Background: an optimization exercise with open tools, aiming at small area, a short achievable clock period and few clock cycles. Do not read the settings as production practice. Where RTL was checked, it was by simulation tests only, not by an equivalence proof against the original. The RTL of runs 1 and 2 was laid out without a check of its function.

<file path="standard.sh">
#!/bin/bash
# synth_recipe.tcl (not shown) runs the flow's synth.tcl, then flattens the netlist and writes it again
# the make line also repeats each setting of config.mk as NAME=value (left out here)
make -C /OpenROAD-flow-scripts/flow DESIGN_CONFIG=/design/flow/config.mk WORK_HOME=/design/flow/orfs CLKGATE_MAP_FILE= SYNTH_SCRIPT=/design/flow/synth_recipe.tcl "${@:-finish}"
</file>
<file path="flow/run.sh">
#!/bin/bash
export BUFFER_PORTS_ARGS="-buffer_cell sky130_fd_sc_hd__buf_2"
cp standard.sh standard_copy.sh.txt
bash standard.sh > standard.log 2>&1
</file>
<file path="design.v">
module maxfinder(clk, rst, start, x1, x2, x3, x4, eps, done, result);
input clk, start, rst;
input [4:0] x1, x2, x3, x4, eps;
output done;
output [4:0] result;
reg active;    
reg ph2;       
reg lx;        
reg [3:0] v1, v2, v3, v4;
wire signed [4:0] a1, a2, a3, a4;
wire nactive = !active;
mf_sel sel1 (x1, {1'b0, v1}, nactive, active, a1);
mf_sel sel2 (x2, {1'b0, v2}, nactive, active, a2);
mf_sel sel3 (x3, {1'b0, v3}, nactive, active, a3);
mf_sel sel4 (x4, {1'b0, v4}, nactive, active, a4);
wire [3:0] n1, n2, n3, n4;
wire t1s1;
wire t1c2;
mf_fa t1f0 (a2[0], a3[0], a4[0], t1s1, t1c2);
wire t1s3;
wire t1c4;
mf_fa t1f1 (a2[1], a3[1], a4[1], t1s3, t1c4);
wire t1s5;
wire t1c6;
mf_fa t1f2 (a2[2], a3[2], a4[2], t1s5, t1c6);
wire t1s7;
wire t1c8;
mf_fa t1f3 (a2[3], a3[3], a4[3], t1s7, t1c8);
wire t1s9;
wire t1c10;
mf_fa t1f4 (a2[4], a3[4], a4[4], t1s9, t1c10);
wire [6:0] t1 = {t1s9, t1s9, t1s9, t1s7, t1s5, t1s3, t1s1} + {t1c10, t1c10, t1c8, t1c6, t1c4, t1c2, 1'b0};
wire p1_11;
assign p1_11 = eps[0] & t1[0];
wire p1_12;
assign p1_12 = eps[0] & t1[1];
wire p1_13;
assign p1_13 = eps[0] & t1[2];
wire p1_14;
assign p1_14 = eps[0] & t1[3];
wire p1_15;
assign p1_15 = eps[0] & t1[4];
wire p1_16;
assign p1_16 = eps[0] & t1[5];
wire p1_17;
assign p1_17 = ~(eps[0] & t1[6]);
wire p1_18;
assign p1_18 = eps[1] & t1[0];
wire p1_19;
assign p1_19 = eps[1] & t1[1];
wire p1_20;
assign p1_20 = eps[1] & t1[2];
wire p1_21;
assign p1_21 = eps[1] & t1[3];
wire p1_22;
assign p1_22 = eps[1] & t1[4];
wire p1_23;
assign p1_23 = eps[1] & t1[5];
wire p1_24;
assign p1_24 = ~(eps[1] & t1[6]);
wire p1_25;
assign p1_25 = eps[2] & t1[0];
wire p1_26;
assign p1_26 = eps[2] & t1[1];
wire p1_27;
assign p1_27 = eps[2] & t1[2];
wire p1_28;
assign p1_28 = eps[2] & t1[3];
wire p1_29;
assign p1_29 = eps[2] & t1[4];
wire p1_30;
assign p1_30 = eps[2] & t1[5];
wire p1_31;
assign p1_31 = ~(eps[2] & t1[6]);
wire p1_32;
assign p1_32 = eps[3] & t1[0];
wire p1_33;
assign p1_33 = eps[3] & t1[1];
wire p1_34;
assign p1_34 = eps[3] & t1[2];
wire p1_35;
assign p1_35 = eps[3] & t1[3];
wire p1_36;
assign p1_36 = eps[3] & t1[4];
wire p1_37;
assign p1_37 = eps[3] & t1[5];
wire p1_38;
assign p1_38 = ~(eps[3] & t1[6]);
wire [10:0] e1 = {{3{a1[4]}}, a1, 3'b000};
wire s1_s39;
wire s1_c40;
assign s1_s39 = ~e1[4];
assign s1_c40 = e1[4];
wire s1_s41;
wire s1_c42;
mf_ha s1_h42 (e1[5], ~t1[1], s1_s41, s1_c42);
wire s1_s43;
wire s1_c44;
assign s1_s43 = ~(e1[6] ^ ~t1[2]);
assign s1_c44 = e1[6] | ~t1[2];
wire s1_s45;
wire s1_c46;
mf_ha s1_h46 (e1[3], p1_32, s1_s45, s1_c46);
wire s1_s47;
wire s1_c48;
mf_fa s1_f48 (s1_s39, ~t1[0], p1_33, s1_s47, s1_c48);
wire s1_s49;
wire s1_c50;
mf_ha s1_h50 (p1_27, p1_21, s1_s49, s1_c50);
wire s1_s51;
wire s1_c52;
mf_fa s1_f52 (s1_c40, p1_34, p1_28, s1_s51, s1_c52);
wire s1_s53;
wire s1_c54;
mf_fa s1_f54 (s1_s41, p1_22, p1_16, s1_s53, s1_c54);
wire s1_s55;
wire s1_c56;
mf_fa s1_f56 (s1_c42, p1_35, p1_29, s1_s55, s1_c56);
wire s1_s57;
wire s1_c58;
mf_fa s1_f58 (p1_23, s1_s43, p1_17, s1_s57, s1_c58);
wire s1_s59;
wire s1_c60;
mf_fa s1_f60 (e1[7], ~t1[3], p1_36, s1_s59, s1_c60);
wire s1_s61;
wire s1_c62;
mf_fa s1_f62 (s1_c44, p1_30, p1_24, s1_s61, s1_c62);
wire s1_s63;
wire s1_c64;
mf_fa s1_f64 (e1[8], ~t1[4], p1_37, s1_s63, s1_c64);
wire s1_s65;
wire s1_c66;
mf_ha s1_h66 (p1_26, p1_20, s1_s65, s1_c66);
wire s1_s67;
wire s1_c68;
mf_fa s1_f68 (s1_c46, p1_15, s1_s47, s1_s67, s1_c68);
wire s1_s69;
wire s1_c70;
mf_fa s1_f70 (s1_c48, s1_c50, s1_s51, s1_s69, s1_c70);
wire s1_s71;
wire s1_c72;
mf_fa s1_f72 (s1_c52, s1_s55, s1_c54, s1_s71, s1_c72);
wire s1_s73;
wire s1_c74;
mf_fa s1_f74 (s1_c56, s1_s59, s1_c58, s1_s73, s1_c74);
wire s1_s75;
wire s1_c76;
mf_fa s1_f76 (s1_c60, p1_31, s1_s63, s1_s75, s1_c76);
wire s1_s77;
wire s1_c78;
mf_fa s1_f78 (e1[9], ~t1[5], s1_c64, s1_s77, s1_c78);
wire s1_s79;
wire s1_c80;
mf_ha s1_h80 (p1_25, p1_19, s1_s79, s1_c80);
wire s1_s81;
wire s1_c82;
mf_fa s1_f82 (s1_s45, p1_14, s1_s65, s1_s81, s1_c82);
wire s1_s83;
wire s1_c84;
mf_fa s1_f84 (s1_c66, s1_s49, s1_s67, s1_s83, s1_c84);
wire s1_s85;
wire s1_c86;
mf_fa s1_f86 (s1_c68, s1_s53, s1_s69, s1_s85, s1_c86);
wire s1_s87;
wire s1_c88;
mf_fa s1_f88 (s1_c70, s1_s71, s1_s57, s1_s87, s1_c88);
wire s1_s89;
wire s1_c90;
mf_fa s1_f90 (s1_c72, s1_s61, s1_s73, s1_s89, s1_c90);
wire s1_s91;
wire s1_c92;
mf_fa s1_f92 (s1_c62, s1_s75, s1_c74, s1_s91, s1_c92);
wire s1_s93;
wire s1_c94;
mf_fa s1_f94 (p1_38, s1_c76, s1_s77, s1_s93, s1_c94);
wire s1_s95;
wire s1_c96;
mf_fa s1_f96 (e1[10], t1[6], s1_c78, s1_s95, s1_c96);
wire [10:0] s1_ = {s1_c94, s1_c92, s1_c90, s1_c88, s1_c86, s1_c84, s1_c82, s1_c80, s1_s79, p1_18, p1_11} + {s1_s95, s1_s93, s1_s91, s1_s89, s1_s87, s1_s85, s1_s83, s1_s81, p1_13, p1_12, 1'b0};
assign n1 = s1_[10] ? 4'd0 : s1_[6:3];
wire t2s97;
wire t2c98;
mf_fa t2f0 (a1[0], a3[0], a4[0], t2s97, t2c98);
wire t2s99;
wire t2c100;
mf_fa t2f1 (a1[1], a3[1], a4[1], t2s99, t2c100);
wire t2s101;
wire t2c102;
mf_fa t2f2 (a1[2], a3[2], a4[2], t2s101, t2c102);
wire t2s103;
wire t2c104;
mf_fa t2f3 (a1[3], a3[3], a4[3], t2s103, t2c104);
wire t2s105;
wire t2c106;
mf_fa t2f4 (a1[4], a3[4], a4[4], t2s105, t2c106);
wire [6:0] t2 = {t2s105, t2s105, t2s105, t2s103, t2s101, t2s99, t2s97} + {t2c106, t2c106, t2c104, t2c102, t2c100, t2c98, 1'b0};
wire p2_107;
assign p2_107 = eps[0] & t2[0];
wire p2_108;
assign p2_108 = eps[0] & t2[1];
wire p2_109;
assign p2_109 = eps[0] & t2[2];
wire p2_110;
assign p2_110 = eps[0] & t2[3];
wire p2_111;
assign p2_111 = eps[0] & t2[4];
wire p2_112;
assign p2_112 = eps[0] & t2[5];
wire p2_113;
assign p2_113 = ~(eps[0] & t2[6]);
wire p2_114;
assign p2_114 = eps[1] & t2[0];
wire p2_115;
assign p2_115 = eps[1] & t2[1];
wire p2_116;
assign p2_116 = eps[1] & t2[2];
wire p2_117;
assign p2_117 = eps[1] & t2[3];
wire p2_118;
assign p2_118 = eps[1] & t2[4];
wire p2_119;
assign p2_119 = eps[1] & t2[5];
wire p2_120;
assign p2_120 = ~(eps[1] & t2[6]);
wire p2_121;
assign p2_121 = eps[2] & t2[0];
wire p2_122;
assign p2_122 = eps[2] & t2[1];
wire p2_123;
assign p2_123 = eps[2] & t2[2];
wire p2_124;
assign p2_124 = eps[2] & t2[3];
wire p2_125;
assign p2_125 = eps[2] & t2[4];
wire p2_126;
assign p2_126 = eps[2] & t2[5];
wire p2_127;
assign p2_127 = ~(eps[2] & t2[6]);
wire p2_128;
assign p2_128 = eps[3] & t2[0];
wire p2_129;
assign p2_129 = eps[3] & t2[1];
wire p2_130;
assign p2_130 = eps[3] & t2[2];
wire p2_131;
assign p2_131 = eps[3] & t2[3];
wire p2_132;
assign p2_132 = eps[3] & t2[4];
wire p2_133;
assign p2_133 = eps[3] & t2[5];
wire p2_134;
assign p2_134 = ~(eps[3] & t2[6]);
wire [10:0] e2 = {{3{a2[4]}}, a2, 3'b000};
wire s2_s135;
wire s2_c136;
assign s2_s135 = ~e2[4];
assign s2_c136 = e2[4];
wire s2_s137;
wire s2_c138;
mf_ha s2_h138 (e2[5], ~t2[1], s2_s137, s2_c138);
wire s2_s139;
wire s2_c140;
assign s2_s139 = ~(e2[6] ^ ~t2[2]);
assign s2_c140 = e2[6] | ~t2[2];
wire s2_s141;
wire s2_c142;
mf_ha s2_h142 (e2[3], p2_128, s2_s141, s2_c142);
wire s2_s143;
wire s2_c144;
mf_fa s2_f144 (s2_s135, ~t2[0], p2_129, s2_s143, s2_c144);
wire s2_s145;
wire s2_c146;
mf_ha s2_h146 (p2_123, p2_117, s2_s145, s2_c146);
wire s2_s147;
wire s2_c148;
mf_fa s2_f148 (s2_c136, p2_130, p2_124, s2_s147, s2_c148);
wire s2_s149;
wire s2_c150;
mf_fa s2_f150 (s2_s137, p2_118, p2_112, s2_s149, s2_c150);
wire s2_s151;
wire s2_c152;
mf_fa s2_f152 (s2_c138, p2_131, p2_125, s2_s151, s2_c152);
wire s2_s153;
wire s2_c154;
mf_fa s2_f154 (p2_119, s2_s139, p2_113, s2_s153, s2_c154);
wire s2_s155;
wire s2_c156;
mf_fa s2_f156 (e2[7], ~t2[3], p2_132, s2_s155, s2_c156);
wire s2_s157;
wire s2_c158;
mf_fa s2_f158 (s2_c140, p2_126, p2_120, s2_s157, s2_c158);
wire s2_s159;
wire s2_c160;
mf_fa s2_f160 (e2[8], ~t2[4], p2_133, s2_s159, s2_c160);
wire s2_s161;
wire s2_c162;
mf_ha s2_h162 (p2_122, p2_116, s2_s161, s2_c162);
wire s2_s163;
wire s2_c164;
mf_fa s2_f164 (s2_c142, p2_111, s2_s143, s2_s163, s2_c164);
wire s2_s165;
wire s2_c166;
mf_fa s2_f166 (s2_c144, s2_c146, s2_s147, s2_s165, s2_c166);
wire s2_s167;
wire s2_c168;
mf_fa s2_f168 (s2_c148, s2_s151, s2_c150, s2_s167, s2_c168);
wire s2_s169;
wire s2_c170;
mf_fa s2_f170 (s2_c152, s2_s155, s2_c154, s2_s169, s2_c170);
wire s2_s171;
wire s2_c172;
mf_fa s2_f172 (s2_c156, p2_127, s2_s159, s2_s171, s2_c172);
wire s2_s173;
wire s2_c174;
mf_fa s2_f174 (e2[9], ~t2[5], s2_c160, s2_s173, s2_c174);
wire s2_s175;
wire s2_c176;
mf_ha s2_h176 (p2_121, p2_115, s2_s175, s2_c176);
wire s2_s177;
wire s2_c178;
mf_fa s2_f178 (s2_s141, p2_110, s2_s161, s2_s177, s2_c178);
wire s2_s179;
wire s2_c180;
mf_fa s2_f180 (s2_c162, s2_s145, s2_s163, s2_s179, s2_c180);
wire s2_s181;
wire s2_c182;
mf_fa s2_f182 (s2_c164, s2_s149, s2_s165, s2_s181, s2_c182);
wire s2_s183;
wire s2_c184;
mf_fa s2_f184 (s2_c166, s2_s167, s2_s153, s2_s183, s2_c184);
wire s2_s185;
wire s2_c186;
mf_fa s2_f186 (s2_c168, s2_s157, s2_s169, s2_s185, s2_c186);
wire s2_s187;
wire s2_c188;
mf_fa s2_f188 (s2_c158, s2_s171, s2_c170, s2_s187, s2_c188);
wire s2_s189;
wire s2_c190;
mf_fa s2_f190 (p2_134, s2_c172, s2_s173, s2_s189, s2_c190);
wire s2_s191;
wire s2_c192;
mf_fa s2_f192 (e2[10], t2[6], s2_c174, s2_s191, s2_c192);
wire [10:0] s2_ = {s2_c190, s2_c188, s2_c186, s2_c184, s2_c182, s2_c180, s2_c178, s2_c176, s2_s175, p2_114, p2_107} + {s2_s191, s2_s189, s2_s187, s2_s185, s2_s183, s2_s181, s2_s179, s2_s177, p2_109, p2_108, 1'b0};
assign n2 = s2_[10] ? 4'd0 : s2_[6:3];
wire t3s193;
wire t3c194;
mf_fa t3f0 (a1[0], a2[0], a4[0], t3s193, t3c194);
wire t3s195;
wire t3c196;
mf_fa t3f1 (a1[1], a2[1], a4[1], t3s195, t3c196);
wire t3s197;
wire t3c198;
mf_fa t3f2 (a1[2], a2[2], a4[2], t3s197, t3c198);
wire t3s199;
wire t3c200;
mf_fa t3f3 (a1[3], a2[3], a4[3], t3s199, t3c200);
wire t3s201;
wire t3c202;
mf_fa t3f4 (a1[4], a2[4], a4[4], t3s201, t3c202);
wire [6:0] t3 = {t3s201, t3s201, t3s201, t3s199, t3s197, t3s195, t3s193} + {t3c202, t3c202, t3c200, t3c198, t3c196, t3c194, 1'b0};
wire p3_203;
assign p3_203 = eps[0] & t3[0];
wire p3_204;
assign p3_204 = eps[0] & t3[1];
wire p3_205;
assign p3_205 = eps[0] & t3[2];
wire p3_206;
assign p3_206 = eps[0] & t3[3];
wire p3_207;
assign p3_207 = eps[0] & t3[4];
wire p3_208;
assign p3_208 = eps[0] & t3[5];
wire p3_209;
assign p3_209 = ~(eps[0] & t3[6]);
wire p3_210;
assign p3_210 = eps[1] & t3[0];
wire p3_211;
assign p3_211 = eps[1] & t3[1];
wire p3_212;
assign p3_212 = eps[1] & t3[2];
wire p3_213;
assign p3_213 = eps[1] & t3[3];
wire p3_214;
assign p3_214 = eps[1] & t3[4];
wire p3_215;
assign p3_215 = eps[1] & t3[5];
wire p3_216;
assign p3_216 = ~(eps[1] & t3[6]);
wire p3_217;
assign p3_217 = eps[2] & t3[0];
wire p3_218;
assign p3_218 = eps[2] & t3[1];
wire p3_219;
assign p3_219 = eps[2] & t3[2];
wire p3_220;
assign p3_220 = eps[2] & t3[3];
wire p3_221;
assign p3_221 = eps[2] & t3[4];
wire p3_222;
assign p3_222 = eps[2] & t3[5];
wire p3_223;
assign p3_223 = ~(eps[2] & t3[6]);
wire p3_224;
assign p3_224 = eps[3] & t3[0];
wire p3_225;
assign p3_225 = eps[3] & t3[1];
wire p3_226;
assign p3_226 = eps[3] & t3[2];
wire p3_227;
assign p3_227 = eps[3] & t3[3];
wire p3_228;
assign p3_228 = eps[3] & t3[4];
wire p3_229;
assign p3_229 = eps[3] & t3[5];
wire p3_230;
assign p3_230 = ~(eps[3] & t3[6]);
wire [10:0] e3 = {{3{a3[4]}}, a3, 3'b000};
wire s3_s231;
wire s3_c232;
assign s3_s231 = ~e3[4];
assign s3_c232 = e3[4];
wire s3_s233;
wire s3_c234;
mf_ha s3_h234 (e3[5], ~t3[1], s3_s233, s3_c234);
wire s3_s235;
wire s3_c236;
assign s3_s235 = ~(e3[6] ^ ~t3[2]);
assign s3_c236 = e3[6] | ~t3[2];
wire s3_s237;
wire s3_c238;
mf_ha s3_h238 (e3[3], p3_224, s3_s237, s3_c238);
wire s3_s239;
wire s3_c240;
mf_fa s3_f240 (s3_s231, ~t3[0], p3_225, s3_s239, s3_c240);
wire s3_s241;
wire s3_c242;
mf_ha s3_h242 (p3_219, p3_213, s3_s241, s3_c242);
wire s3_s243;
wire s3_c244;
mf_fa s3_f244 (s3_c232, p3_226, p3_220, s3_s243, s3_c244);
wire s3_s245;
wire s3_c246;
mf_fa s3_f246 (s3_s233, p3_214, p3_208, s3_s245, s3_c246);
wire s3_s247;
wire s3_c248;
mf_fa s3_f248 (s3_c234, p3_227, p3_221, s3_s247, s3_c248);
wire s3_s249;
wire s3_c250;
mf_fa s3_f250 (p3_215, s3_s235, p3_209, s3_s249, s3_c250);
wire s3_s251;
wire s3_c252;
mf_fa s3_f252 (e3[7], ~t3[3], p3_228, s3_s251, s3_c252);
wire s3_s253;
wire s3_c254;
mf_fa s3_f254 (s3_c236, p3_222, p3_216, s3_s253, s3_c254);
wire s3_s255;
wire s3_c256;
mf_fa s3_f256 (e3[8], ~t3[4], p3_229, s3_s255, s3_c256);
wire s3_s257;
wire s3_c258;
mf_ha s3_h258 (p3_218, p3_212, s3_s257, s3_c258);
wire s3_s259;
wire s3_c260;
mf_fa s3_f260 (s3_c238, p3_207, s3_s239, s3_s259, s3_c260);
wire s3_s261;
wire s3_c262;
mf_fa s3_f262 (s3_c240, s3_c242, s3_s243, s3_s261, s3_c262);
wire s3_s263;
wire s3_c264;
mf_fa s3_f264 (s3_c244, s3_s247, s3_c246, s3_s263, s3_c264);
wire s3_s265;
wire s3_c266;
mf_fa s3_f266 (s3_c248, s3_s251, s3_c250, s3_s265, s3_c266);
wire s3_s267;
wire s3_c268;
mf_fa s3_f268 (s3_c252, p3_223, s3_s255, s3_s267, s3_c268);
wire s3_s269;
wire s3_c270;
mf_fa s3_f270 (e3[9], ~t3[5], s3_c256, s3_s269, s3_c270);
wire s3_s271;
wire s3_c272;
mf_ha s3_h272 (p3_217, p3_211, s3_s271, s3_c272);
wire s3_s273;
wire s3_c274;
mf_fa s3_f274 (s3_s237, p3_206, s3_s257, s3_s273, s3_c274);
wire s3_s275;
wire s3_c276;
mf_fa s3_f276 (s3_c258, s3_s241, s3_s259, s3_s275, s3_c276);
wire s3_s277;
wire s3_c278;
mf_fa s3_f278 (s3_c260, s3_s245, s3_s261, s3_s277, s3_c278);
wire s3_s279;
wire s3_c280;
mf_fa s3_f280 (s3_c262, s3_s263, s3_s249, s3_s279, s3_c280);
wire s3_s281;
wire s3_c282;
mf_fa s3_f282 (s3_c264, s3_s253, s3_s265, s3_s281, s3_c282);
wire s3_s283;
wire s3_c284;
mf_fa s3_f284 (s3_c254, s3_s267, s3_c266, s3_s283, s3_c284);
wire s3_s285;
wire s3_c286;
mf_fa s3_f286 (p3_230, s3_c268, s3_s269, s3_s285, s3_c286);
wire s3_s287;
wire s3_c288;
mf_fa s3_f288 (e3[10], t3[6], s3_c270, s3_s287, s3_c288);
wire [10:0] s3_ = {s3_c286, s3_c284, s3_c282, s3_c280, s3_c278, s3_c276, s3_c274, s3_c272, s3_s271, p3_210, p3_203} + {s3_s287, s3_s285, s3_s283, s3_s281, s3_s279, s3_s277, s3_s275, s3_s273, p3_205, p3_204, 1'b0};
assign n3 = s3_[10] ? 4'd0 : s3_[6:3];
wire t4s289;
wire t4c290;
mf_fa t4f0 (a1[0], a2[0], a3[0], t4s289, t4c290);
wire t4s291;
wire t4c292;
mf_fa t4f1 (a1[1], a2[1], a3[1], t4s291, t4c292);
wire t4s293;
wire t4c294;
mf_fa t4f2 (a1[2], a2[2], a3[2], t4s293, t4c294);
wire t4s295;
wire t4c296;
mf_fa t4f3 (a1[3], a2[3], a3[3], t4s295, t4c296);
wire t4s297;
wire t4c298;
mf_fa t4f4 (a1[4], a2[4], a3[4], t4s297, t4c298);
wire [6:0] t4 = {t4s297, t4s297, t4s297, t4s295, t4s293, t4s291, t4s289} + {t4c298, t4c298, t4c296, t4c294, t4c292, t4c290, 1'b0};
wire p4_299;
assign p4_299 = eps[0] & t4[0];
wire p4_300;
assign p4_300 = eps[0] & t4[1];
wire p4_301;
assign p4_301 = eps[0] & t4[2];
wire p4_302;
assign p4_302 = eps[0] & t4[3];
wire p4_303;
assign p4_303 = eps[0] & t4[4];
wire p4_304;
assign p4_304 = eps[0] & t4[5];
wire p4_305;
assign p4_305 = ~(eps[0] & t4[6]);
wire p4_306;
assign p4_306 = eps[1] & t4[0];
wire p4_307;
assign p4_307 = eps[1] & t4[1];
wire p4_308;
assign p4_308 = eps[1] & t4[2];
wire p4_309;
assign p4_309 = eps[1] & t4[3];
wire p4_310;
assign p4_310 = eps[1] & t4[4];
wire p4_311;
assign p4_311 = eps[1] & t4[5];
wire p4_312;
assign p4_312 = ~(eps[1] & t4[6]);
wire p4_313;
assign p4_313 = eps[2] & t4[0];
wire p4_314;
assign p4_314 = eps[2] & t4[1];
wire p4_315;
assign p4_315 = eps[2] & t4[2];
wire p4_316;
assign p4_316 = eps[2] & t4[3];
wire p4_317;
assign p4_317 = eps[2] & t4[4];
wire p4_318;
assign p4_318 = eps[2] & t4[5];
wire p4_319;
assign p4_319 = ~(eps[2] & t4[6]);
wire p4_320;
assign p4_320 = eps[3] & t4[0];
wire p4_321;
assign p4_321 = eps[3] & t4[1];
wire p4_322;
assign p4_322 = eps[3] & t4[2];
wire p4_323;
assign p4_323 = eps[3] & t4[3];
wire p4_324;
assign p4_324 = eps[3] & t4[4];
wire p4_325;
assign p4_325 = eps[3] & t4[5];
wire p4_326;
assign p4_326 = ~(eps[3] & t4[6]);
wire [10:0] e4 = {{3{a4[4]}}, a4, 3'b000};
wire s4_s327;
wire s4_c328;
assign s4_s327 = ~e4[4];
assign s4_c328 = e4[4];
wire s4_s329;
wire s4_c330;
mf_ha s4_h330 (e4[5], ~t4[1], s4_s329, s4_c330);
wire s4_s331;
wire s4_c332;
assign s4_s331 = ~(e4[6] ^ ~t4[2]);
assign s4_c332 = e4[6] | ~t4[2];
wire s4_s333;
wire s4_c334;
mf_ha s4_h334 (e4[3], p4_320, s4_s333, s4_c334);
wire s4_s335;
wire s4_c336;
mf_fa s4_f336 (s4_s327, ~t4[0], p4_321, s4_s335, s4_c336);
wire s4_s337;
wire s4_c338;
mf_ha s4_h338 (p4_315, p4_309, s4_s337, s4_c338);
wire s4_s339;
wire s4_c340;
mf_fa s4_f340 (s4_c328, p4_322, p4_316, s4_s339, s4_c340);
wire s4_s341;
wire s4_c342;
mf_fa s4_f342 (s4_s329, p4_310, p4_304, s4_s341, s4_c342);
wire s4_s343;
wire s4_c344;
mf_fa s4_f344 (s4_c330, p4_323, p4_317, s4_s343, s4_c344);
wire s4_s345;
wire s4_c346;
mf_fa s4_f346 (p4_311, s4_s331, p4_305, s4_s345, s4_c346);
wire s4_s347;
wire s4_c348;
mf_fa s4_f348 (e4[7], ~t4[3], p4_324, s4_s347, s4_c348);
wire s4_s349;
wire s4_c350;
mf_fa s4_f350 (s4_c332, p4_318, p4_312, s4_s349, s4_c350);
wire s4_s351;
wire s4_c352;
mf_fa s4_f352 (e4[8], ~t4[4], p4_325, s4_s351, s4_c352);
wire s4_s353;
wire s4_c354;
mf_ha s4_h354 (p4_314, p4_308, s4_s353, s4_c354);
wire s4_s355;
wire s4_c356;
mf_fa s4_f356 (s4_c334, p4_303, s4_s335, s4_s355, s4_c356);
wire s4_s357;
wire s4_c358;
mf_fa s4_f358 (s4_c336, s4_c338, s4_s339, s4_s357, s4_c358);
wire s4_s359;
wire s4_c360;
mf_fa s4_f360 (s4_c340, s4_s343, s4_c342, s4_s359, s4_c360);
wire s4_s361;
wire s4_c362;
mf_fa s4_f362 (s4_c344, s4_s347, s4_c346, s4_s361, s4_c362);
wire s4_s363;
wire s4_c364;
mf_fa s4_f364 (s4_c348, p4_319, s4_s351, s4_s363, s4_c364);
wire s4_s365;
wire s4_c366;
mf_fa s4_f366 (e4[9], ~t4[5], s4_c352, s4_s365, s4_c366);
wire s4_s367;
wire s4_c368;
mf_ha s4_h368 (p4_313, p4_307, s4_s367, s4_c368);
wire s4_s369;
wire s4_c370;
mf_fa s4_f370 (s4_s333, p4_302, s4_s353, s4_s369, s4_c370);
wire s4_s371;
wire s4_c372;
mf_fa s4_f372 (s4_c354, s4_s337, s4_s355, s4_s371, s4_c372);
wire s4_s373;
wire s4_c374;
mf_fa s4_f374 (s4_c356, s4_s341, s4_s357, s4_s373, s4_c374);
wire s4_s375;
wire s4_c376;
mf_fa s4_f376 (s4_c358, s4_s359, s4_s345, s4_s375, s4_c376);
wire s4_s377;
wire s4_c378;
mf_fa s4_f378 (s4_c360, s4_s349, s4_s361, s4_s377, s4_c378);
wire s4_s379;
wire s4_c380;
mf_fa s4_f380 (s4_c350, s4_s363, s4_c362, s4_s379, s4_c380);
wire s4_s381;
wire s4_c382;
mf_fa s4_f382 (p4_326, s4_c364, s4_s365, s4_s381, s4_c382);
wire s4_s383;
wire s4_c384;
mf_fa s4_f384 (e4[10], t4[6], s4_c366, s4_s383, s4_c384);
wire [10:0] s4_ = {s4_c382, s4_c380, s4_c378, s4_c376, s4_c374, s4_c372, s4_c370, s4_c368, s4_s367, p4_306, p4_299} + {s4_s383, s4_s381, s4_s379, s4_s377, s4_s375, s4_s373, s4_s371, s4_s369, p4_301, p4_300, 1'b0};
assign n4 = s4_[10] ? 4'd0 : s4_[6:3];
function lt2(input f1, f2, f3, f4);
    lt2 = !((f1 & (f2 | f3 | f4)) | (f2 & (f3 | f4)) | (f3 & f4));
endfunction
wire z1 = |v1, z2 = |v2, z3 = |v3, z4 = |v4;
wire g12 = v1 > v2, e12 = v1 == v2;
wire g34 = v3 > v4, e34 = v3 == v4;
wire [3:0] w12 = g12 ? v1 : v2;
wire [3:0] w34 = g34 ? v3 : v4;
wire gf = w12 > w34, ef = w12 == w34;
wire u1 = gf & g12;
wire u2 = gf & !g12 & !e12;
wire u3 = !gf & !ef & g34;
wire u4 = !gf & !ef & !g34 & !e34;
function eq2(input f1, f2, f3, f4);
    eq2 = (f1 + f2 + f3 + f4) == 3'd2;
endfunction
wire known = (eps[3] & eps[2] & eps[1]) | (eps[3] & eq2(z1, z2, z3, z4));
wire k1 = lx ? z1 : u1;
wire k2 = lx ? z2 : u2;
wire k3 = lx ? z3 : u3;
wire k4 = lx ? z4 : u4;
assign done = active & (ph2 | lx | known | lt2(z1, z2, z3, z4));
assign result = ({5{k1}} & x1) | ({5{k2}} & x2) | ({5{k3}} & x3) | ({5{k4}} & x4);
always @(posedge clk) begin
    v1 <= n1; v2 <= n2; v3 <= n3; v4 <= n4;
    lx <= !active & lt2(|a1, |a2, |a3, |a4);
    if (rst) begin
        active <= 1'b0;
        ph2 <= 1'b0;
    end else begin
        active <= active ? !done : start;
        ph2 <= active & !done;
    end
end
endmodule
module mf_fa(input a, b, c, output s, co);
assign s = a ^ b ^ c;
assign co = (a & b) | (a & c) | (b & c);
endmodule
module mf_sel(input [4:0] x, y, input nsx, sy, output [4:0] a);
assign a = (x & {5{nsx}}) | (y & {5{sy}});
endmodule
module mf_fa1(input a, b, output s, co);
assign s = ~(a ^ b);
assign co = a | b;
endmodule
module mf_ha(input a, b, output s, co);
assign s = a ^ b;
assign co = a & b;
endmodule
</file>
<file path="constraint.sdc">
create_clock -name core_clock -period 9.0 [get_ports {clk}]
set_input_delay 1.8000 -clock core_clock [delete_from_list [all_inputs] [get_ports {clk}]]
set_output_delay 1.8000 -clock core_clock [all_outputs]
set_load 0.01 [all_outputs]
</file>
<file path="config.mk">
export PLATFORM = sky130hd
export DESIGN_NAME = maxfinder
export DESIGN_NICKNAME = maxfinder
export VERILOG_FILES = /design/flow/design.v
export SDC_FILE = /design/flow/constraint.sdc
export NUM_CORES = 4
export LEC_CHECK = 0
export CAP_MARGIN = 20
export CORE_MARGIN = 2
export CORE_UTILIZATION = 40
export SETUP_SLACK_MARGIN = 2.4
export SLEW_MARGIN = 20
export SYNTH_HIERARCHICAL = 1
export SYNTH_MINIMUM_KEEP_SIZE = 0
</file>
==> out/metrics.yaml, run 1 <==
sta:
  setup_viol: 0
  clock_skew_ps: 5.339
  setup_tns_ps: 0
  final.period_utilization: 0.7153
  tightestPinTransition_ps: 863.2
  fmax_mhz: 155.3
  period_minus_slack_ps: 6438
  rsz0062_at_grt: "false"
  max_slew_margin: 0.4239
  finalHoldViolations: 0
  slew_violations: 0
logic_synthesis:
  synth_edf_count: 0
  ys_ff_latch: 19
  synthesis.area_um2: 6445
  synth_seq_area_share: 0.05902
  ys.warnings.count: 7
  synthTopCellsByArea: "fa_1 (35%), ha_1 (17%), and2_1 (9.4%)"
  syn_inst: 667
  ys_types: 53
  async_flop_share: 0
  synth_top_area_share: 0.3510
  synthFlopType: "dfxtp_1"
  postSynthAreaPerCell_um2: 9.663
  synth_top_cell_by_area: "fa_1"
floorplan:
  die_h_um: 130.9
  start_util: 0.4072
  rows: 46
  fp.dieW_um: 130.9
  die-area_um2: 17140
  core-area_um2: 15830
  boundaryPins: 34
drt:
  vias: 5038
  route.met2.wl_mm: 8.045
  viasPerCell: 5.524
  wirelength_mm: 16.06
  wl_per_cell_um: 17.61
  dr.pass1.iters: 4
  met1_length_mm: 7.075
  routed.top_layer: "met4"
  drc: 0
  wl_met3_um: 663
  drtIter0Drc: 316
  antenna_left: 0
global_routing:
  overflow: 0
  grt_pass1_vias: 5394
  antenna_found_initial: 0
  grt_pass1_wl_mm: 26.85
  grt_max_degree: 31
  grt_usage: 0.1983
layout:
  area_growth_pct: 12.79
  n_fill_cell: 1452
  multi_input_area_um2: 6110
  area.sequential_um2: 380.4
  instances_no_fill: 912
  nNetsFinal: 928
  antennaDiodeCount: 0
  drive_gt1_frac: 0.1552
  utilization: 0.4593
critical_path:
  reg2reg_slack_ps: 2920
  criticalPathCategory: "input pin to register"
  worstPathRequired_ps: 9130
  r2r_cells: 17
  end_kind: "register"
  worstPathArrival_ps: 6560
  crit_start: "x1[1]"
  cp-start-kind: "input pin"
  r2r_start: "active"
  crit_path_max_fanout: 5
  rr_endpoint: "v4[1]"
worst_hold_path:
  holdPathEnd: "ph2"
  hp-start: "ph2"
  hold_class: "register to register"
  min_path_cells: 3
clocking:
  clk_pin_slew_ps: 50
  ctsHtreeMaxLevel: 1
  root_buffer: "clkbuf_16"
  numCtsBuffers: 3
  cts.sinks: 19
  clockBufferDepth: 2
  cts_tree: "done"
  clock_latency_ps: 250
placement:
  finalWeightedCongestion: 0.8379
  portBuffers: 32
  dp_hpwl_mm: 12.98
  dp_cells: 902
outcome:
  outcome: "finished clean"
flow_run:
  maxCapViolations: 0
## state kept, by name, summed over array words and instances, names as in the netlist
name    flops
v1          4
v2          4
v3          4
v4          4
active      1
lx          1
ph2         1
## cell families (layout without fill, tap and decap cells)
family | Yosys count | count (layout) | synth area share
compound gates | 115 | 115 | 0.1281
xor+xnor | 28 | 28 | 0.03805
fa+ha+maj | 205 | 205 | 0.5290
buf+inv | 75 | 101 | 0.04446
flops | 19 | 19 | 0.05902
mux | 7 | 7 | 0.01145
other cells | 1 | 4 | 0.0005819
simple gates | 217 | 217 | 0.1893
## cells in the mapped netlist (5+ instances only)
cell type and number:
nand4_1 15, a22o_1 21, fa_1 113, a31oi_1 5
and3_2 5, nand3_1 15, o211ai_1 8, a21o_1 10
inv_1 58, xnor2_1 19, dfxtp_1 19, a21oi_1 24
nor2_1 21, nor2b_1 5, clkbuf_1 12, nand2_1 37
and2_1 97, or4_1 6, a32oi_1 10, ha_1 90
o21ai_0 8, xor2_1 9, a211oi_1 6
## layout make-up
type	count	share of cell area
Sequential cell	19	0.05232
Multi-Input combinational cell	576	0.8404
Inverter	58	0.02995
Tap cell	216	0.03718
Timing Repair Buffer	39	0.02926
Clock buffer	4	0.01084
## modules after synthesis (local to each module, per instance)
module | cells inside | area, um^2 | flip-flops and latches
maxfinder | 519 | 3857 | 19
mf_fa | 1 | 20.02 | 0
mf_ha | 1 | 12.51 | 0
mf_sel | 5 | 43.79 | 0
## cells in the final DEF (no fill, tap or decap), types with 4 or more instances in the layout
| cell | n |
|---|---|
| and3_2 | 5 |
| a211oi_1 | 4 |
| fa_2 | 4 |
| nand2_1 | 37 |
| a32oi_1 | 10 |
| a21oi_1 | 15 |
| and2_1 | 94 |
| xor2_1 | 6 |
| nor2_1 | 20 |
| o211ai_1 | 8 |
| inv_1 | 58 |
| o21ai_0 | 7 |
| xnor2_2 | 10 |
| or4_1 | 6 |
| mux2i_1 | 4 |
| fa_1 | 109 |
| xnor2_1 | 9 |
| o31ai_1 | 4 |
| nand4_1 | 15 |
| buf_2 | 32 |
| a22o_1 | 12 |
| o21ai_2 | 4 |
| conb_1 | 4 |
| nand3_1 | 15 |
| buf_4 | 7 |
| dfxtp_1 | 19 |
| a21o_1 | 10 |
| ha_1 | 86 |
| a31oi_1 | 5 |
| a22o_4 | 7 |
| a21oi_2 | 9 |
| nor2b_1 | 5 |
## routing by layer
metal | GRT usage | up-vias
met2 | 0.3395 | 119
met1 | 0.2712 | 2539
met3 | 0.01384 | 15
met4 | 0.05820 | 0
li1 | - | 2365
met5 | 0 | -
## metrics by stage
step	worst slack, ps	hold slack (ps)	instance area (um^2)
6_report	2562	548.6	7269
5_1_grt	2368	571.7	7269
4_1_cts	2405	549.9	6979
3_5_place_dp	1921	531.6	6825
3_3_place_gp	1986	525.8	6825
2_1_floorplan	2571	494.3	6456
## worst max-delay path, stage by stage
cell	delay (ps)
buf_2	120
a22o_4	300
fa_1	490
ha_2	200
fa_2	360
a21o_1	200
a21oi_2	170
xnor2_2	170
and2_4	190
fa_1	430
fa_1	510
fa_1	460
ha_4	310
nand3_1	70
o211ai_1	250
a211oi_1	80
and4bb_4	390
nor3_2	50
## timing repair
action / CTS / global route
resized for setup: 17 / 48
cloned: 0 / 0
hold buffers: 0 / 0
setup buffers: 0 / 6
setup endpoints to repair: 13 / 16
pin swaps: 1 / 23
## worst max path at each step
stage | to | slack [ps] | cells past startpoint
after floorplan | v4[1] | 2570 | 16
after global placement | v4[1] | 1990 | 17
after detailed placement | v4[1] | 1920 | 17
after CTS | v4[1] | 2400 | 17
after global routing | v4[1] | 2370 | 16
final | v4[1] | 2560 | 18
==> run 2, diff against run 1 <==
--- a/config.mk
+++ b/config.mk
@@ -8,7 +8,7 @@
 export CAP_MARGIN = 20
 export CORE_MARGIN = 2
 export CORE_UTILIZATION = 40
-export SETUP_SLACK_MARGIN = 2.4
+export SETUP_SLACK_MARGIN = 2.0
 export SLEW_MARGIN = 20
 export SYNTH_HIERARCHICAL = 1
 export SYNTH_MINIMUM_KEEP_SIZE = 0
==> out/metrics.yaml, run 2 <==
outcome:
  outcome: "finished clean"
logic_synthesis:
  synthesis.area_um2: 6445
  async_flop_share: 0
  synth_top_area_share: 0.3510
  syn_inst: 667
  synth_edf_count: 0
  postSynthAreaPerCell_um2: 9.663
  ys_types: 53
  synthFlopType: "dfxtp_1"
  ys_ff_latch: 19
  ys.warnings.count: 7
  synth_top_cell_by_area: "fa_1"
  synth_seq_area_share: 0.05902
  synthTopCellsByCount: "fa_1 (113), and2_1 (97), ha_1 (90)"
  synthTopCellsByArea: "fa_1 (35%), ha_1 (17%), and2_1 (9.4%)"
  synth_most_common_cell: "fa_1"
clocking:
  clock_latency_ps: 250
  clockBufferDepth: 2
  post_cts_buffers: 0
  ctsHtreeMaxLevel: 1
  cts_tree: "done"
  root_buffer: "clkbuf_16"
  numCtsBuffers: 3
  cts.sinks: 19
  holdBufCountCts: 0
  clk_pin_slew_ps: 50
  cts_resized: 0
critical_path:
  max_stage_delay_ps: 520
  cp_common_cell: "fa_1"
  end_kind: "register"
  cp_cell_sequence: "buf_2 > a22o_2 > fa_1 > ha_1 > fa_1 > a21o_1 > a21oi_1 > xnor2_2 > and2_1 > fa_1 > fa_1 > fa_1 > ha_1 > and4_1 > a211oi_1 > and4bb_1 > nor3_1"
  crit_path_max_fanout: 6
  slowest_stage: "fa_1"
  path_buf_inv: 1
  cp-start-kind: "input pin"
  worstPathArrival_ps: 6860
  worstPathRequired_ps: 9160
  crit_family: "adder cells"
  criticalPathCategory: "input pin to register"
sta:
  finalHoldViolations: 0
  setup_viol: 0
  tightestPinTransition_ps: 719.9
  max_slew_margin: 0.5195
  setup_tns_ps: 0
  fmax_mhz: 149.1
  period_minus_slack_ps: 6705
  clock_skew_ps: 7.102
  rsz0062_at_grt: "true"
  final.period_utilization: 0.7450
  slew_violations: 0
floorplan:
  core-area_um2: 15830
  rows: 46
  start_util: 0.4072
  fp.dieW_um: 130.9
  boundaryPins: 34
  die_h_um: 130.9
  die-area_um2: 17140
worst_hold_path:
  hold_class: "register to register"
global_routing:
  grt_pass1_vias: 5348
  overflow: 0
  grt_max_degree: 31
  grt_usage: 0.1971
  antenna_found_initial: 0
  grt_pass1_wl_mm: 26.64
drt:
  antenna_left: 0
  drc: 0
  dr.pass1.iters: 5
  viasPerCell: 5.528
  vias: 5008
  wl_per_cell_um: 17.50
  drtIter0Drc: 287
  wirelength_mm: 15.85
placement:
  portBuffers: 32
  finalWeightedCongestion: 0.8379
  dp_hpwl_mm: 12.98
layout:
  drive_gt1_frac: 0.08116
  final_cell_mix: "fa_1 (113), and2_1 (97), ha_1 (90)"
  multi_input_area_um2: 5809
  area.sequential_um2: 380.4
  antennaDiodeCount: 0
  nNetsFinal: 922
  area_growth_pct: 7.435
  layout_commonest_cell: "fa_1"
  n_fill_cell: 1480
flow_run:
  maxCapViolations: 0
[run 2: final timing paths]
kind,start,end,slack [ps],cells after the start
hold / removal,ph2,ph2,550,3
hold reg to reg,ph2,ph2,550,3
setup reg to reg,active,v4[1],2850,18
setup / recovery,x1[1],v4[1],2300,17
[run 2: modules after synthesis, one instance, submodules excluded]
module | copies in the design | flops+latches | cells inside | cell area [um^2]
maxfinder | 1 | 19 | 519 | 3857
mf_sel | 4 | 0 | 5 | 43.79
mf_fa | 108 | 0 | 1 | 20.02
mf_ha | 20 | 0 | 1 | 12.51
[run 2: per-stage QoR]
| stage | instances | utilization | worst slack (ps) | area, um^2 | hold slack (ps) |
|---|---|---|---|---|---|
| 2_1_floorplan | 670 | - | 2571 | 6456 | 494.3 |
| 3_3_place_gp | 902 | 0.4312 | 1986 | 6825 | 525.8 |
| 3_5_place_dp | 902 | 0.4312 | 1921 | 6825 | 531.6 |
| 4_1_cts | 906 | 0.4362 | 2167 | 6904 | 549.9 |
| 5_1_grt | 906 | 0.4375 | 2019 | 6924 | 571.7 |
| 6_report | 906 | 0.4375 | 2295 | 6924 | 546.1 |
[run 2: logic make-up (layout without fill, tap and decap cells)]
kind of cell / Yosys count / in the layout / share of synthesized area
other: 1 / 4 / 0.0005819
multiplexers: 7 / 7 / 0.01145
buffers and inverters: 75 / 95 / 0.04446
XOR/XNOR: 28 / 28 / 0.03805
AND/OR/NAND/NOR: 217 / 217 / 0.1893
adder cells (fa/ha/maj): 205 / 205 / 0.5290
AO/OA/AOI/OAI: 115 / 115 / 0.1281
flip-flops: 19 / 19 / 0.05902
[run 2: routing by layer]
layer  GRT usage  share of wire  vias to the layer above
met4     0.05632          0.017                        0
met1      0.2688           0.46                     2517
met3     0.01303          0.034                       13
met2      0.3398           0.49                      123
met5           0              0                        -
li1            -              -                     2355
[run 2: final cells by class]
class                   count  area share
multi-input cells         576      0.8390
flip-flops and latches     19     0.05493
inverters                  58     0.03144
well taps                 216     0.03903
repair buffers             33     0.02421
clock buffers               4     0.01138
[run 2: tightest hold or removal path, stage by stage (launching register included)]
cell and delay (ps):
dfxtp_1 310, a2111oi_0 70, o21ai_2 80, nor3_1 40
==> run 3, diff against run 2 <==
--- a/design.v
+++ b/design.v
@@ -687,10 +687,7 @@
     eq2 = (f1 + f2 + f3 + f4) == 3'd2;
 endfunction
 wire known = (eps[3] & eps[2] & eps[1]) | (eps[3] & eq2(z1, z2, z3, z4));
-wire k1 = lx ? z1 : u1;
-wire k2 = lx ? z2 : u2;
-wire k3 = lx ? z3 : u3;
-wire k4 = lx ? z4 : u4;
+wire k1 = u1, k2 = u2, k3 = u3, k4 = u4;
 assign done = active & (ph2 | lx | known | lt2(z1, z2, z3, z4));
 assign result = ({5{k1}} & x1) | ({5{k2}} & x2) | ({5{k3}} & x3) | ({5{k4}} & x4);
 always @(posedge clk) begin
==> out/metrics.yaml, run 3 <==
drt:
  antenna_left: 0
  wl_per_cell_um: 18.57
  wirelength_mm: 16.69
  drtIter0Drc: 363
  drc: 0
  vias: 4932
  dr.pass1.iters: 4
  viasPerCell: 5.486
clocking:
  clockBufferDepth: 2
  ctsHtreeMaxLevel: 1
  clock_latency_ps: 260
  holdBufCountCts: 0
  cts_resized: 0
  root_buffer: "clkbuf_16"
  cts_tree: "done"
  cts.sinks: 19
  post_cts_buffers: 0
  numCtsBuffers: 3
  clk_pin_slew_ps: 60
layout:
  n_fill_cell: 1540
  area_growth_pct: 7.520
  area.sequential_um2: 380.4
  layout_commonest_cell: "fa_1"
  antennaDiodeCount: 0
  final_cell_mix: "fa_1 (113), and2_1 (92), ha_1 (90)"
  utilization: 0.4361
  multi_input_area_um2: 5725
  drive_gt1_frac: 0.08053
  nNetsFinal: 915
global_routing:
  grt_usage: 0.2065
  grt_pass1_vias: 5515
  antenna_found_initial: 0
  overflow: 0
  grt_max_degree: 31
  grt_pass1_wl_mm: 27.49
sta:
  fmax_mhz: 147.5
  hold_ws_ps: 570.9
  period_minus_slack_ps: 6780
  setup_viol: 0
  rsz0062_at_grt: "false"
  setup_tns_ps: 0
  slew_violations: 0
  final.period_utilization: 0.7534
  finalHoldViolations: 0
  clock_skew_ps: 3.142
  max_slew_margin: 0.4805
  tightestPinTransition_ps: 778.2
logic_synthesis:
  synthTopCellsByArea: "fa_1 (35%), ha_1 (18%), and2_1 (9.0%)"
  synthesis.area_um2: 6372
  synthTopCellsByCount: "fa_1 (113), and2_1 (92), ha_1 (90)"
  syn_inst: 657
  ys_ff_latch: 19
  synth_top_area_share: 0.3550
  async_flop_share: 0
  ys.warnings.count: 7
  synthFlopType: "dfxtp_1"
  synth_edf_count: 0
  ys_types: 45
  synth_seq_area_share: 0.05969
  synth_top_cell_by_area: "fa_1"
  synth_most_common_cell: "fa_1"
  postSynthAreaPerCell_um2: 9.699
floorplan:
  boundaryPins: 34
  start_util: 0.4056
  rows: 46
  die_h_um: 130.2
  die-area_um2: 16960
  fp.dieW_um: 130.2
  core-area_um2: 15710
flow_run:
  maxCapViolations: 0
placement:
  finalWeightedCongestion: 0.8945
  dp_hpwl_mm: 13.51
  portBuffers: 32
critical_path:
  path_buf_inv: 1
  max_stage_delay_ps: 520
  criticalPathCategory: "input pin to register"
  end_kind: "register"
  cp_cell_sequence: "buf_2 > a22o_2 > fa_1 > ha_1 > fa_1 > a21o_1 > a21oi_1 > xnor2_1 > and2_1 > fa_1 > fa_1 > fa_1 > ha_1 > a21oi_1 > a21boi_0 > a2111oi_2 > xnor2_1 > and3b_1"
  worstPathRequired_ps: 9200
  slowest_stage: "fa_1"
  worstPathArrival_ps: 6980
  crit_family: "adder cells"
  cp_common_cell: "fa_1"
  crit_path_max_fanout: 6
  cp-start-kind: "input pin"
outcome:
  outcome: "finished clean"
worst_hold_path:
  hold_class: "register to register"
-- run 3: metal layers --
| metal | global-route usage | share of wire | wire (um) | vias up |
|---|---|---|---|---|
| li1 | - | - | - | 2308 |
| met1 | 0.2686 | 0.43 | 7134 | 2448 |
| met2 | 0.3603 | 0.50 | 8294 | 141 |
| met3 | 0.01640 | 0.046 | 769 | 35 |
| met4 | 0.07717 | 0.030 | 494 | 0 |
| met5 | 0 | 0 | 0 | - |
-- run 3: cell type report --
type / count / area share
tap: 216 / 0.03944
inverter: 62 / 0.03397
clock inverter: 1 / 0.001096
multi-input combinational: 566 / 0.8356
timing repair buffer: 32 / 0.02337
sequential: 19 / 0.05552
clock buffer: 3 / 0.01096
-- run 3: tightest hold or removal path, delay by kind of cell (launching register included) --
family          cells  cell delay (ps)
compound gates      1               60
flops               1              320
simple gates        2              150
-- run 3: Yosys stat by module, one instance, submodules excluded --
module | times used | cell area, um^2
maxfinder | 1 | 3785
mf_fa | 108 | 20.02
mf_sel | 4 | 43.79
mf_ha | 20 | 12.51
-- run 3: cell families (layout without fill, tap and decap cells) --
logic type      count (synthesis)  count (layout)  share of synthesized area
mux                             5               5                   0.008050
other cells                     1               4                  0.0005885
compound gates                104             104                     0.1166
xor+xnor                       30              30                    0.04123
fa+ha+maj                     204             204                     0.5333
flops                          19              19                    0.05969
simple gates                  219             219                     0.1950
buf+inv                        75              98                    0.04555
-- run 3: metrics by stage --
| step | cells | cell area, um^2 | worst slack, ps |
|---|---|---|---|
| floorplan | 660 | 6384 | 2523 |
| global placement | 895 | 6756 | 1997 |
| detailed placement | 895 | 6756 | 1919 |
| CTS | 899 | 6839 | 2165 |
| global route | 899 | 6852 | 2011 |
| finish | 899 | 6852 | 2220 |
-- run 3: path summary, 6_finish.rpt --
check,startpoint,end,slack [ps],cells after the start
worst max-delay path,x2[1],v1[1],2220,18
worst min-delay path,lx,ph2,570,3
worst max register to register,active,v1[1],2350,18
worst min register to register,lx,ph2,570,3
Testbench counts of run 3, summed over its fixed seeds: cycles 3,201.
==> run 4, diff against run 3 <==
--- a/config.mk
+++ b/config.mk
@@ -8,7 +8,7 @@
 export CAP_MARGIN = 20
 export CORE_MARGIN = 2
 export CORE_UTILIZATION = 40
-export SETUP_SLACK_MARGIN = 2.0
+export SETUP_SLACK_MARGIN = 2.2
 export SLEW_MARGIN = 20
 export SYNTH_HIERARCHICAL = 1
 export SYNTH_MINIMUM_KEEP_SIZE = 0
==> out/metrics.yaml, run 4 <==
clocking:
  cts.sinks: 19
  post_cts_buffers: 0
  holdBufCountCts: 0
  ctsHtreeMaxLevel: 1
  cts_tree: "done"
  clockBufferDepth: 2
  clk_pin_slew_ps: 60
  root_buffer: "clkbuf_16"
  clock_latency_ps: 260
  numCtsBuffers: 3
floorplan:
  core-area_um2: 15710
  die_h_um: 130.2
  boundaryPins: 34
  die-area_um2: 16960
  fp.dieW_um: 130.2
  start_util: 0.4056
  rows: 46
global_routing:
  grt_max_degree: 31
  overflow: 0
  grt_usage: 0.2064
  grt_pass1_wl_mm: 27.47
  antenna_found_initial: 0
  grt_pass1_vias: 5530
critical_path:
  cp-start-kind: "input pin"
  criticalPathCategory: "input pin to register"
  cp_cell_sequence: "buf_2 > a22o_4 > fa_1 > ha_1 > fa_2 > a21o_1 > a21oi_2 > xnor2_2 > and2_1 > fa_1 > fa_1 > fa_1 > ha_1 > nand4_1 > nor2_1 > a2111oi_2 > xnor2_1 > and3b_1"
  worstPathRequired_ps: 9200
  cp_common_cell: "fa_1"
  slowest_stage: "fa_1"
  r2r_start: "active"
  worstPathArrival_ps: 6780
  crit_start: "x2[1]"
  end_kind: "register"
  crit_path_max_fanout: 6
  max_stage_delay_ps: 520
logic_synthesis:
  synthTopCellsByArea: "fa_1 (35%), ha_1 (18%), and2_1 (9.0%)"
  postSynthAreaPerCell_um2: 9.699
  ys_types: 45
  ys.warnings.count: 7
  synthesis.area_um2: 6372
  synthTopCellsByCount: "fa_1 (113), and2_1 (92), ha_1 (90)"
  synth_seq_area_share: 0.05969
  synth_top_area_share: 0.3550
  synthFlopType: "dfxtp_1"
  ys_ff_latch: 19
  synth_top_cell_by_area: "fa_1"
  async_flop_share: 0
  syn_inst: 657
  synth_edf_count: 0
  synth_most_common_cell: "fa_1"
drt:
  vias: 5026
  wl_per_cell_um: 18.66
  viasPerCell: 5.591
  drtIter0Drc: 274
  dr.pass1.iters: 5
  wirelength_mm: 16.78
  antenna_left: 0
  drc: 0
worst_hold_path:
  hold_class: "register to register"
  hp-start: "lx"
layout:
  drive_gt1_frac: 0.1098
  layout_commonest_cell: "fa_1"
  antennaDiodeCount: 0
  final_cell_mix: "fa_1 (112), and2_1 (92), ha_1 (90)"
  n_fill_cell: 1526
  instances_no_fill: 899
  nNetsFinal: 915
  area_growth_pct: 9.209
sta:
  slew_violations: 0
  rsz0062_at_grt: "false"
  setup_viol: 0
  tightestPinTransition_ps: 812.1
  finalHoldViolations: 0
  setup_tns_ps: 0
  period_minus_slack_ps: 6581
  fmax_mhz: 151.9
  clock_skew_ps: 2.397
  final.period_utilization: 0.7313
  hold_ws_ps: 574.8
  max_slew_margin: 0.4580
flow_run:
  maxCapViolations: 0
placement:
  dp_cells: 895
  finalWeightedCongestion: 0.8945
  portBuffers: 32
  dp_hpwl_mm: 13.51
outcome:
  outcome: "finished clean"
==> run 4: cell types whose count changed in the layout (fill, tap and decap cells not counted), moves of 3 or more <==
cell     change
a21oi_1      -3
xnor2_1      -4
xnor2_2      +4
a22o_4       +5
a22o_1       -8
a21oi_2      +3
a22o_2       +3
==> run 4: repair_timing <==
action / 4_1_cts / 5_1_grt
setup endpoints to repair: 2 / 13
pin swaps: 0 / 4
gates resized for setup: 4 / 28
endpoints found under the hold margin: 0 / 0
cloned: 0 / 0
==> run 4: per-module statistics from Yosys, one instance, submodules excluded <==
module     area [um^2]  cells inside  flip-flops and latches  times used
maxfinder         3785           509                      19           1
mf_sel           43.79             5                       0           4
mf_fa            20.02             1                       0         108
mf_ha            12.51             1                       0          20
==> run 4: worst max-delay path: cells and delay by family <==
kind / cells / cell delay [ps]
adders and majority gates: 7 / 2810
AOI/OAI and AO/OA: 4 / 1070
and+or+nand+nor: 4 / 570
xor gates and xnor gates: 2 / 400
buffers and inverters: 1 / 120
==> run 4: final timing paths <==
check,to,slack (ps),cells after the start
worst min-delay path,ph2,570,3
worst max register to register,v1[1],2770,18
worst min register to register,ph2,570,3
worst max-delay path,v1[1],2420,18
==> run 4: layer usage <==
metal | vias up | part of all wire | GRT usage
met3 | 57 | 0.041 | 0.01640
met4 | 0 | 0.044 | 0.07970
met2 | 172 | 0.48 | 0.3594
li1 | 2309 | - | -
met5 | - | 0 | 0
met1 | 2488 | 0.43 | 0.2678
==> run 4: layout make-up <==
class	count	area, um^2	area share
multi-input combinational	566	5832	0.8380
sequential	19	381.6	0.05484
tap	216	270.3	0.03883
inverter	62	232.7	0.03344
timing repair buffer	32	160.2	0.02301
clock buffer	3	75.07	0.01079
clock inverter	1	7.507	0.001079
==> run 4: logic make-up after synthesis <==
kind of cell / after synthesis / share of synthesized area
adders and majority gates: 204 / 0.5333
and+or+nand+nor: 219 / 0.1950
xor gates and xnor gates: 30 / 0.04123
AOI/OAI and AO/OA: 104 / 0.1166
muxes: 5 / 0.008050
DFF: 19 / 0.05969
buffers and inverters: 75 / 0.04555
other: 1 / 0.0005885
==> run 4: through the flow <==
step                      setup slack, ps  instance area, um^2  utilization
after global placement               1997                 6756       0.4300
after CTS                            2244                 6844       0.4356
final                                2419                 6959       0.4429
after global routing                 2207                 6959       0.4429
after floorplan                      2523                 6384            -
after detailed placement             1919                 6756       0.4300
==> run 5, diff against run 4 <==
--- a/design.v
+++ b/design.v
@@ -5,7 +5,6 @@
 output [4:0] result;
 reg active;    
 reg ph2;       
-reg lx;        
 reg [3:0] v1, v2, v3, v4;
 wire signed [4:0] a1, a2, a3, a4;
 wire nactive = !active;
@@ -688,11 +687,11 @@
 endfunction
 wire known = (eps[3] & eps[2] & eps[1]) | (eps[3] & eq2(z1, z2, z3, z4));
 wire k1 = u1, k2 = u2, k3 = u3, k4 = u4;
+wire lx = lt2(|x1, |x2, |x3, |x4);
 assign done = active & (ph2 | lx | known | lt2(z1, z2, z3, z4));
 assign result = ({5{k1}} & x1) | ({5{k2}} & x2) | ({5{k3}} & x3) | ({5{k4}} & x4);
 always @(posedge clk) begin
     v1 <= n1; v2 <= n2; v3 <= n3; v4 <= n4;
-    lx <= !active & lt2(|a1, |a2, |a3, |a4);
     if (rst) begin
         active <= 1'b0;
         ph2 <= 1'b0;
==> out/metrics.yaml, run 5 <==
layout:
  final_cell_mix: "fa_1 (113), and2_1 (97), ha_1 (90)"
  multi_input_area_um2: 5778
  area_growth_pct: 8.679
  drive_gt1_frac: 0.09593
  n_fill_cell: 1552
  antennaDiodeCount: 0
  area.sequential_um2: 360.3
  layout_commonest_cell: "fa_1"
  fin_area_um2: 6909
  nNetsFinal: 920
drt:
  antenna_left: 0
  dr.pass1.iters: 4
  wirelength_mm: 15.77
  drtIter0Drc: 324
  drc: 0
  vias: 4898
  wl_per_cell_um: 17.45
  viasPerCell: 5.418
clocking:
  cts.sinks: 18
  clk_pin_slew_ps: 50
  numCtsBuffers: 3
  clockBufferDepth: 2
  cts_tree: "done"
  root_buffer: "clkbuf_16"
  clock_latency_ps: 260
  ctsHtreeMaxLevel: 1
global_routing:
  overflow: 0
  grt_usage: 0.1965
  grt_pass1_wl_mm: 26.07
  grt_pass1_vias: 5263
  grt_max_degree: 31
  antenna_found_initial: 0
critical_path:
  slowest_stage: "fa_1"
  crit_path_max_fanout: 5
  end_kind: "register"
  criticalPathCategory: "input pin to register"
  worstPathArrival_ps: 6720
  cp-start-kind: "input pin"
  max_stage_delay_ps: 500
  worstPathRequired_ps: 9190
  cp_cell_sequence: "buf_2 > a22o_1 > fa_1 > ha_1 > fa_1 > a21o_1 > a21oi_1 > xnor2_2 > and2_1 > fa_1 > fa_1 > fa_1 > ha_1 > a21oi_1 > o21ai_0 > a31oi_1 > xnor2_1 > and3_1"
  cp_common_cell: "fa_1"
  r2r_cells: 16
logic_synthesis:
  synthTopCellsByCount: "fa_1 (113), and2_1 (97), ha_1 (90)"
  synthFlopType: "dfxtp_1"
  synth_seq_area_share: 0.05668
  synthesis.area_um2: 6357
  synth_top_cell_by_area: "fa_1"
  syn_inst: 661
  synthTopCellsByArea: "fa_1 (36%), ha_1 (18%), and2_1 (9.5%)"
  async_flop_share: 0
  ys_types: 49
  ys_ff_latch: 18
  synth_most_common_cell: "fa_1"
  postSynthAreaPerCell_um2: 9.618
  ys.warnings.count: 7
  synth_edf_count: 0
  synth_top_area_share: 0.3558
floorplan:
  fp.dieW_um: 130.1
  rows: 46
  core-area_um2: 15710
  start_util: 0.4046
  die-area_um2: 16920
  boundaryPins: 34
  die_h_um: 130.1
sta:
  setup_viol: 0
  final.period_utilization: 0.7253
  fmax_mhz: 153.2
  hold_ws_ps: 625.7
  max_slew_margin: 0.5592
  slew_violations: 0
  period_minus_slack_ps: 6528
  setup_tns_ps: 0
  tightestPinTransition_ps: 661.2
  rsz0062_at_grt: "false"
  clock_skew_ps: 6.846
  finalHoldViolations: 0
worst_hold_path:
  min_path_cells: 3
  hold_class: "register to register"
outcome:
  outcome: "finished clean"
placement:
  place_area_um2: 6753
  portBuffers: 32
  finalWeightedCongestion: 0.9447
  dp_hpwl_mm: 12.96
flow_run:
  maxCapViolations: 0
run 5: changes by cell type after synthesis, sizes merged, moves of 4 or more:
cell / delta
a21oi: +6
and2: +5
o2111ai: +8
nand4: -14
nor2: +4
run 5: path summary, 6_finish.rpt:
path,slack (ps),from,end
max reg2reg,3010,active,v3[1]
min,630,ph2,ph2
max,2470,x2[0],v4[2]
min reg2reg,630,ph2,ph2
run 5: critical path: cells and delay by family:
kind / cells / cell delay (ps)
buffers and inverters: 1 / 120
AOI/OAI and AO/OA: 6 / 1250
adders and majority gates: 7 / 2790
xor gates and xnor gates: 2 / 380
and+or+nand+nor: 2 / 390
run 5: kinds of logic (layout without fill, tap and decap cells):
| group | count (synthesis) | count (layout) | share of synthesized area |
|---|---|---|---|
| fa+ha+maj | 204 | 204 | 0.5345 |
| flops | 18 | 18 | 0.05668 |
| buf+inv | 78 | 102 | 0.04684 |
| xor+xnor | 30 | 30 | 0.04133 |
| mux | 2 | 2 | 0.003346 |
| simple gates | 218 | 218 | 0.1978 |
| compound gates | 110 | 110 | 0.1189 |
| other cells | 1 | 4 | 0.0005899 |
run 5: layer usage:
metal	vias up	global-route usage	wire length, um
met5	-	0	0
met1	2467	0.2683	7281
met2	101	0.3440	7767
met3	22	0.007790	490
met4	0	0.05250	231
li1	2308	-	-
run 5: area by class of cell:
cell class / instances / area share
Sequential cell: 18 / 0.05216
Inverter: 65 / 0.03531
Timing Repair Buffer: 33 / 0.02427
Multi-Input combinational cell: 568 / 0.8363
Tap cell: 216 / 0.03912
Clock buffer: 4 / 0.01286
run 5: metrics by stage:
stage | std cells | worst slack, ps | util
floorplan | 664 | 2722 | -
global placement | 900 | 2045 | 0.4298
detailed placement | 900 | 2002 | 0.4298
CTS | 904 | 2216 | 0.4354
global route | 904 | 2208 | 0.4397
finish | 904 | 2472 | 0.4397
run 5: Yosys stat by module, one instance, submodules excluded:
module     area [um^2]  flops+latches  times used  cells
mf_ha            12.51              0          20      1
maxfinder         3770             18           1    513
mf_fa            20.02              0         108      1
mf_sel           43.79              0           4      5
run 5: what timing repair did:
| action | 4_1_cts | 5_1_grt |
|---|---|---|
| endpoints found under the setup margin | 0 | 14 |
| resized for setup | 0 | 14 |
| endpoints found under the hold margin | 0 | 0 |
| setup buffers | 0 | 0 |
| hold buffers | 0 | 0 |
Testbench counts of run 5, summed over its fixed seeds: cycles 3,201.

static timing again, ports no longer ideal:
How much do the figures lean on ideal ports? The routed layouts below were timed once more, with nothing changed but the port constraints.
Step 1 sets driving cells, clkbuf_16 on the clock port and buf_2 on the other inputs (assumed; they add their load-dependent delay and slew).
Step 2 times the ports against the registers' clock, not the clock port: input delays grow and output delays shrink by t, the midpoint of the rising clock arrivals with the driver on.
Slacks: ideal ports / drivers / drivers and shift; pairs: ideal ports / drivers.
run | shift t [ns] | setup slack, ns | hold WS [ns] | worst data-port slew with drivers (ns) | pins driven straight from the clock port
run 1 | 0.284 | 2.562 / 2.571 / 2.286 | 0.549 / 0.549 / 0.549 | 0.04 | 1
run 2 | 0.284 | 2.295 / 2.305 / 2.020 | 0.546 / 0.546 / 0.546 | 0.04 | 1
run 3 | 0.287 | 2.220 / 2.218 / 1.930 | 0.571 / 0.571 / 0.571 | 0.05 | 1
run 4 | 0.288 | 2.419 / 2.416 / 2.128 | 0.575 / 0.575 / 0.575 | 0.05 | 1
run 5 | 0.286 | 2.472 / 2.482 / 2.195 | 0.626 / 0.626 / 0.626 | 0.04 | 1
After both steps setup and hold are still met in every run listed. For run 4, which loses most, drivers alone change the setup slack by -0.003 ns; drivers and shift together by -0.291 ns.
